Context: an optimization exercise on an open-source flow, tuned for small area. The choices shown serve that exercise and are no tape-out recipe.
Function was checked by simulation only, so behaviour that the tests miss may differ from the original.
The flow treats the clock pin as an ideal source, which a real chip does not have.
Power and IR drop assume default switching activity.

==> inputs of wip/cedar <==
==> flow/design.v <==
module spi_drive#(
    parameter                           P_DATA_WIDTH        = 8                 ,
    parameter                           P_OP_LEN            = 32                ,
    parameter                           P_CPOL              = 0                 ,
    parameter                           P_CPHL              = 0                 ,
    parameter                           P_READ_DATA_WIDTH   = 8
)(
    input                               i_clk                               ,
    input                               i_rst                               ,
    output                              o_spi_clk                           ,
    output                              o_spi_cs                            ,
    output                              o_spi_mosi                          ,
    input                               i_spi_miso                          ,
    input   [P_OP_LEN- 1:0]             i_user_op_data                      ,
    input   [1:0]                       i_user_op_type                      ,
    input   [15:0]                      i_user_op_len                       ,
    input   [15:0]                      i_user_clk_len                      ,
    input                               i_user_op_valid                     ,
    output                              o_user_op_ready                     ,
    input   [P_DATA_WIDTH-1:0]          i_user_write_data                   ,
    output                              o_user_write_req                    ,
    output  [P_READ_DATA_WIDTH - 1:0]   o_user_read_data                    ,
    output                              o_user_read_valid
);
reg             r_idle;          
reg             r_sck;           
reg [15:0]      r_rem;           
reg [1:0]       r_grp;           
reg             r_dph;           
reg [31:0]      r_dat;
wire            w_wr    = i_user_op_type[1];
wire            w_rd    = i_user_op_type[0];
wire            w_hi_nz = |r_rem[15:3];
wire            w_run   = w_hi_nz | (|r_rem[2:0]);
wire            w_lo1   = r_rem[2:0] == 3'd1;
wire            w_lo2   = r_rem[2:0] == 3'd2;
wire            w_last  = w_lo1 & (r_grp == 2'd0);       
wire            w_req   = ~r_idle & w_wr & w_lo2 & w_hi_nz & (r_dph | (r_grp == 2'd0));
always @(posedge i_clk or posedge i_rst)
begin
    if (i_rst) begin
        r_idle <= 1'b1;
        r_sck  <= 1'b0;
    end else begin
        r_idle <= r_idle ? ~i_user_op_valid : ~w_run;
        r_sck  <= ~r_idle & ~r_sck & w_run;
    end
end
wire [4:0]      w_len_m1 = i_user_op_len[4:0] - 5'd1;
always @(posedge i_clk)
begin
    if (r_idle) begin
        r_rem <= i_user_clk_len;
        r_grp <= w_len_m1[4:3];
        r_dph <= 1'b0;
    end else if (r_sck) begin
        r_rem <= r_rem - 16'd1;
        if (w_lo1)
            r_grp <= r_grp - 2'd1;
        if (w_last)
            r_dph <= 1'b1;
    end
end
always @(posedge i_clk)
begin
    if (r_idle)
        r_dat <= i_user_op_data;
    else begin
        if (w_req & r_sck & ~r_grp[0])
            r_dat[15:8] <= i_user_write_data;
        if (w_req & r_sck &  r_grp[0])
            r_dat[7:0]  <= i_user_write_data;
        if (r_sck & (r_dph | w_last))
            r_dat[31:24] <= {r_dat[30:24], i_spi_miso};
    end
end
wire [31:0]     w_perm;
genvar g, b;
generate
    for (g = 0; g < 4; g = g + 1) begin : gperm
        for (b = 0; b < 8; b = b + 1) begin : bperm
            assign w_perm[8*g + b] = r_dat[8*g + ((b + 7) % 8)];
        end
    end
endgenerate
wire [1:0]      w_sel_grp = r_dph ? {1'b0, r_grp[0]} : r_grp;
wire            w_bit     = w_perm[{w_sel_grp, r_rem[2:0]}];
assign o_spi_clk         = r_sck;
assign o_spi_cs          = r_idle;
assign o_user_op_ready   = r_idle;
assign o_spi_mosi        = r_dph ? (w_wr ? (w_bit & w_run) : r_dat[0]) : w_bit;
assign o_user_write_req  = w_req & ~r_sck;
assign o_user_read_data  = r_dat[31:24];
assign o_user_read_valid = ~r_idle & w_rd & r_dph & ~r_sck & w_lo1;
endmodule
==> flow/run.sh <==
#!/bin/bash
# synth_recipe.tcl (not shown) runs the flow's synth.tcl, then flattens the netlist and writes it again
# the make line also repeats each setting of config.mk as NAME=value (left out here)
make -C /OpenROAD-flow-scripts/flow DESIGN_CONFIG=/design/flow/config.mk WORK_HOME=/design/flow/orfs CLKGATE_MAP_FILE= SYNTH_SCRIPT=/design/flow/synth_recipe.tcl finish
==> flow/config.mk <==
export PLATFORM = sky130hd
export DESIGN_NAME = spi_drive
export DESIGN_NICKNAME = spi_drive
export VERILOG_FILES = /design/flow/design.v
export SDC_FILE = /design/flow/constraint.sdc
export NUM_CORES = 4
export LEC_CHECK = 0
export CAP_MARGIN = 20
export CORE_MARGIN = 2
export CORE_UTILIZATION = 40
export SLEW_MARGIN = 20
==> flow/constraint.sdc <==
create_clock -name core_clock -period 5.0 [get_ports {i_clk}]
set_input_delay 1.0000 -clock core_clock [delete_from_list [all_inputs] [get_ports {i_clk}]]
set_output_delay 1.0000 -clock core_clock [all_outputs]
set_load 0.01 [all_outputs]
==> wip/nickel: changes against wip/cedar <==
--- a/flow/design.v
+++ b/flow/design.v
@@ -33,3 +33,4 @@
 wire            w_hi_nz = |r_rem[15:3];
-wire            w_run   = w_hi_nz | (|r_rem[2:0]);
+wire            w_run;
+wire            w_lo0   = r_rem[2:0] == 3'd0;
 wire            w_lo1   = r_rem[2:0] == 3'd1;
@@ -38,2 +39,12 @@
 wire            w_req   = ~r_idle & w_wr & w_lo2 & w_hi_nz & (r_dph | (r_grp == 2'd0));
+wire            w_wload = w_req & r_sck;
+wire [16:0]     w_zero;
+assign w_zero[0] = 1'b1;
+genvar k;
+generate
+    for (k = 0; k < 16; k = k + 1) begin : gzero
+        assign w_zero[k+1] = w_zero[k] & ~r_rem[k];
+    end
+endgenerate
+assign w_run = ~w_zero[16];
 always @(posedge i_clk or posedge i_rst)
@@ -48,3 +59,2 @@
 end
-wire [4:0]      w_len_m1 = i_user_op_len[4:0] - 5'd1;
 always @(posedge i_clk)
@@ -53,10 +63,8 @@
         r_rem <= i_user_clk_len;
-        r_grp <= w_len_m1[4:3];
+        r_grp <= i_user_op_len[4:3];
         r_dph <= 1'b0;
-    end else if (r_sck) begin
-        r_rem <= r_rem - 16'd1;
-        if (w_lo1)
-            r_grp <= r_grp - 2'd1;
-        if (w_last)
-            r_dph <= 1'b1;
+    end else begin
+        r_rem <= r_rem ^ (w_zero[15:0] & {16{r_sck}});
+        r_grp <= r_grp - {1'b0, r_sck & w_lo0};
+        r_dph <= r_dph | (r_sck & w_last);
     end
@@ -68,21 +76,17 @@
     else begin
-        if (w_req & r_sck & ~r_grp[0])
-            r_dat[15:8] <= i_user_write_data;
-        if (w_req & r_sck &  r_grp[0])
-            r_dat[7:0]  <= i_user_write_data;
+        if (w_wload) begin
+            r_dat[7]    <= i_user_write_data[7];
+            r_dat[14:9] <= i_user_write_data[6:1];
+            if (r_grp[0])
+                r_dat[0] <= i_user_write_data[0];
+            else
+                r_dat[8] <= i_user_write_data[0];
+        end
         if (r_sck & (r_dph | w_last))
-            r_dat[31:24] <= {r_dat[30:24], i_spi_miso};
+            r_dat[23:16] <= {r_dat[22:16], i_spi_miso};
     end
 end
-wire [31:0]     w_perm;
-genvar g, b;
-generate
-    for (g = 0; g < 4; g = g + 1) begin : gperm
-        for (b = 0; b < 8; b = b + 1) begin : bperm
-            assign w_perm[8*g + b] = r_dat[8*g + ((b + 7) % 8)];
-        end
-    end
-endgenerate
-wire [1:0]      w_sel_grp = r_dph ? {1'b0, r_grp[0]} : r_grp;
-wire            w_bit     = w_perm[{w_sel_grp, r_rem[2:0]}];
+wire [31:0]     w_rot   = {r_dat[30:0], r_dat[31]};
+wire [1:0]      w_sel   = {r_grp[1] & ~r_dph, r_grp[0] | (r_dph & ~w_lo1)};
+wire            w_bit   = w_rot[{w_sel, r_rem[2:0]}];
 assign o_spi_clk         = r_sck;
@@ -92,3 +96,3 @@
 assign o_user_write_req  = w_req & ~r_sck;
-assign o_user_read_data  = r_dat[31:24];
+assign o_user_read_data  = r_dat[23:16];
 assign o_user_read_valid = ~r_idle & w_rd & r_dph & ~r_sck & w_lo1;
==> flow/flow/run.sh (new file) <==
#!/bin/bash
# Standard layout, except: abc maps for area (flow/synth_area.tcl) and maps the adders too
# (no ADDER_MAP_FILE); the ports get the
# smallest buffer instead of ORFS's default choice; CTS adds no dummy loads, and each clock
# buffer is then sized down as far as the clock pin slews allow (flow/post_cts.tcl).
set -euo pipefail
export BUFFER_PORTS_ARGS="-buffer_cell sky130_fd_sc_hd__buf_1"
export CTS_ARGS="-sink_clustering_enable -repair_clock_nets -dont_use_dummy_load -buf_list sky130_fd_sc_hd__clkbuf_8"
export POST_CTS_TCL="$PWD/flow/post_cts.tcl"
bash standard.sh SYNTH_SCRIPT="$PWD/flow/synth_area.tcl" ADDER_MAP_FILE= finish > standard.log 2>&1
==> flow/flow/area.abc (new file) <==
&get -n
&st
&syn2
&synch2
&nf -a -R 1000
&put
==> flow/flow/post_cts.tcl (new file) <==
set root_sizes {sky130_fd_sc_hd__clkbuf_1 sky130_fd_sc_hd__clkbuf_2 sky130_fd_sc_hd__clkbuf_4 sky130_fd_sc_hd__clkbuf_8}
set leaf_sizes {sky130_fd_sc_hd__clkbuf_4 sky130_fd_sc_hd__clkbuf_8 sky130_fd_sc_hd__clkbuf_16}
set clk_slew_target 0.118

proc worst_clk_pin_slew {} {
  set w 0
  foreach pin [get_pins -hierarchical */CLK] {
    set s [get_property $pin slew_max]
    if {$s > $w} { set w $s }
  }
  return $w
}
proc master_area {name} {
  set m [[ord::get_db] findMaster $name]
  return [expr {[$m getWidth] * [$m getHeight] / 1e6}]
}

set root {}
set leaves {}
foreach inst [[ord::get_db_block] getInsts] {
  set n [$inst getName]
  if {[string match clkbuf_* $n] && [string match sky130_fd_sc_hd__clkbuf_* [[$inst getMaster] getName]]} {
    if {[string match clkbuf_0_* $n]} { set root $n } else { lappend leaves $n }
  }
}
estimate_parasitics -placement
puts "post_cts: root $root leaves $leaves worst clock pin slew before [worst_clk_pin_slew]"

set orig {}
foreach n [concat $root $leaves] { lappend orig [[[ord::get_db_block] findInst $n] getMaster] }

if {$root ne "" && [llength $leaves] >= 1 && [llength $leaves] <= 6} {
  set best_area 1e9
  set best {}
  # all assignments of sizes, as index lists
  set combos {{}}
  foreach b [concat $root $leaves] {
    set sizes [expr {$b eq $root ? $root_sizes : $leaf_sizes}]
    set next {}
    foreach c $combos { foreach s $sizes { lappend next [concat $c [list $s]] } }
    set combos $next
  }
  foreach c $combos {
    set area 0
    foreach s $c { set area [expr {$area + [master_area $s]}] }
    if {$area >= $best_area} { continue }
    foreach b [concat $root $leaves] s $c { replace_cell [get_cells $b] $s }
    estimate_parasitics -placement
    if {[worst_clk_pin_slew] < $clk_slew_target} { set best_area $area; set best $c }
  }
  if {$best ne {}} {
    foreach b [concat $root $leaves] s $best { replace_cell [get_cells $b] $s }
  } else {
    foreach b [concat $root $leaves] m $orig { replace_cell [get_cells $b] [$m getName] }
  }
  puts "post_cts: chose $best (area $best_area)"
}
estimate_parasitics -placement
puts "post_cts: worst clock pin slew after [worst_clk_pin_slew]"
detailed_placement
check_placement -verbose
==> flow/flow/synth_area.tcl (new file) <==
# The standard synthesis (synth_recipe.tcl), with abc mapping for area instead of speed:
# abc gets flow/area.abc as its script. Registers are mapped before abc, so they are unchanged.
set ::area_abc [file normalize [file join [file dirname [file normalize [info script]]] area.abc]]
proc ::swap_abc {n1 n2 op} {
  set i [lsearch -exact $::abc_args -script]
  if {$i >= 0} {
    set ::abc_args [lreplace $::abc_args [expr {$i + 1}] [expr {$i + 1}] $::area_abc]
  }
}
trace add variable ::abc_args write ::swap_abc
source [file join [file dirname [file dirname [file normalize [info script]]]] synth_recipe.tcl]
==> flow/standard.sh (new file) <==
#!/bin/bash
# synth_recipe.tcl (not shown) runs the flow's synth.tcl, then flattens the netlist and writes it again
# the make line also repeats each setting of config.mk as NAME=value (left out here)
make -C /OpenROAD-flow-scripts/flow DESIGN_CONFIG=/design/flow/config.mk WORK_HOME=/design/flow/orfs CLKGATE_MAP_FILE= SYNTH_SCRIPT=/design/flow/synth_recipe.tcl "${@:-finish}"
--- a/flow/config.mk
+++ b/flow/config.mk
@@ -9,3 +9,4 @@
 export CORE_MARGIN = 2
-export CORE_UTILIZATION = 40
+export CORE_UTILIZATION = 75
+export CTS_BUF_LIST = sky130_fd_sc_hd__clkbuf_8
 export SLEW_MARGIN = 20
removed: flow/run.sh
==> wip/umber: changes against wip/cedar <==
--- a/flow/design.v
+++ b/flow/design.v
@@ -34,2 +34,3 @@
 wire            w_run   = w_hi_nz | (|r_rem[2:0]);
+wire            w_lo0   = r_rem[2:0] == 3'd0;
 wire            w_lo1   = r_rem[2:0] == 3'd1;
@@ -38,2 +39,3 @@
 wire            w_req   = ~r_idle & w_wr & w_lo2 & w_hi_nz & (r_dph | (r_grp == 2'd0));
+wire            w_wload = w_req & r_sck;
 always @(posedge i_clk or posedge i_rst)
@@ -48,3 +50,2 @@
 end
-wire [4:0]      w_len_m1 = i_user_op_len[4:0] - 5'd1;
 always @(posedge i_clk)
@@ -53,10 +54,8 @@
         r_rem <= i_user_clk_len;
-        r_grp <= w_len_m1[4:3];
+        r_grp <= i_user_op_len[4:3];
         r_dph <= 1'b0;
-    end else if (r_sck) begin
-        r_rem <= r_rem - 16'd1;
-        if (w_lo1)
-            r_grp <= r_grp - 2'd1;
-        if (w_last)
-            r_dph <= 1'b1;
+    end else begin
+        r_rem <= r_rem - {15'd0, r_sck};
+        r_grp <= r_grp - {1'b0, r_sck & w_lo0};
+        r_dph <= r_dph | (r_sck & w_last);
     end
@@ -68,21 +67,17 @@
     else begin
-        if (w_req & r_sck & ~r_grp[0])
-            r_dat[15:8] <= i_user_write_data;
-        if (w_req & r_sck &  r_grp[0])
-            r_dat[7:0]  <= i_user_write_data;
+        if (w_wload) begin
+            r_dat[7]    <= i_user_write_data[7];
+            r_dat[14:9] <= i_user_write_data[6:1];
+            if (r_grp[0])
+                r_dat[0] <= i_user_write_data[0];
+            else
+                r_dat[8] <= i_user_write_data[0];
+        end
         if (r_sck & (r_dph | w_last))
-            r_dat[31:24] <= {r_dat[30:24], i_spi_miso};
+            r_dat[23:16] <= {r_dat[22:16], i_spi_miso};
     end
 end
-wire [31:0]     w_perm;
-genvar g, b;
-generate
-    for (g = 0; g < 4; g = g + 1) begin : gperm
-        for (b = 0; b < 8; b = b + 1) begin : bperm
-            assign w_perm[8*g + b] = r_dat[8*g + ((b + 7) % 8)];
-        end
-    end
-endgenerate
-wire [1:0]      w_sel_grp = r_dph ? {1'b0, r_grp[0]} : r_grp;
-wire            w_bit     = w_perm[{w_sel_grp, r_rem[2:0]}];
+wire [31:0]     w_rot   = {r_dat[30:0], r_dat[31]};
+wire [1:0]      w_sel   = {r_grp[1] & ~r_dph, r_grp[0] | (r_dph & ~w_lo1)};
+wire            w_bit   = w_rot[{w_sel, r_rem[2:0]}];
 assign o_spi_clk         = r_sck;
@@ -92,3 +87,3 @@
 assign o_user_write_req  = w_req & ~r_sck;
-assign o_user_read_data  = r_dat[31:24];
+assign o_user_read_data  = r_dat[23:16];
 assign o_user_read_valid = ~r_idle & w_rd & r_dph & ~r_sck & w_lo1;
--- a/flow/config.mk
+++ b/flow/config.mk
@@ -9,3 +9,3 @@
 export CORE_MARGIN = 2
-export CORE_UTILIZATION = 40
+export CORE_UTILIZATION = 55
 export SLEW_MARGIN = 20
==> notes.md <==
metal2 WL 2.958 mm; row count 31; Setup crit start r_rem[0]$_DFFE_PN_; final wirelength 5.976 mm; Avg Inst Size Synth 11.25 um2; Total GRT Usage 15.31%; clock root buffer clkbuf_8; NonClk Buf Share 21.19%; post-layout min period between 4 and 5 ns; CP max stage delay 0.96 ns; VDD IR max 0.0001186 V; largest family of logic cells by synthesized area simple AND/OR/NAND/NOR gates; share of the synthesized area in the top cell type 51.13%; register area 0.001573 mm2; status complete, no violations; reg2reg setup slack 2.42 ns
That was wip/cedar.
==> notes.md <==
register area 0.001393 mm2; reg2reg setup slack 2.19 ns; CP max stage delay 0.82 ns; metal2 WL approximately 2.8 mm; Total GRT Usage a little under 30%; status complete, no violations; VDD IR max 0.0003309 V; share of the synthesized area in the top cell type 39.26%; post-layout min period 3.936 ns
That was wip/nickel.
==> notes.md <==
metal2 WL 2.543 mm; share of the synthesized area in the top cell type about 36%; Total GRT Usage 21.56%; post-layout min period 3.668 ns; Pleak 1.222 nW; CP max stage delay approximately 0.67 ns; Setup crit start r_rem[0]$_DFF_P_; largest registers r_dat: 32 flops, r_rem: 16 flops, r_grp: 2 flops; register area ~0.0014 mm2; reg2reg setup slack 2.45 ns; largest family of logic cells by synthesized area simple AND/OR/NAND/NOR gates; Avg Inst Size Synth 11.41 um2; clock root buffer clkbuf_8; status complete, no violations; NonClk Buf Share ~23%; WL per Instance 14.67 um; number of library cell types mapped by synthesis 38
That was wip/umber.

==> separate check: timing with driven ports <==
How much do the figures lean on ideal ports? The routed layouts below were timed once more, with nothing changed but the port constraints. Step 1, drivers: a clkbuf_16 drives i_clk and a buf_2 each remaining input, both assumed. Step 2 also shifts input and output timing later by t, the mid clock arrival at the registers, as if the neighbouring blocks saw the same clock. Three values: ideal ports, drivers, drivers and shift; two values: the first two.
| run | t (ns) | setup WS [ns] | slew at the worst register clock pin (ns) | cell pins on the clock port's net |
|---|---|---|---|---|
| wip/cedar | 0.332 | 0.814 / 0.785 / 1.112 | 0.10 / 0.10 | 1 |
| wip/nickel | 0.561 | 1.064 / 1.042 / 1.604 | 0.11 / 0.11 | 1 |
| wip/umber | 0.329 | 1.332 / 1.303 / 1.384 | 0.09 / 0.09 | 1 |
After both steps setup and hold are still met in every run listed.
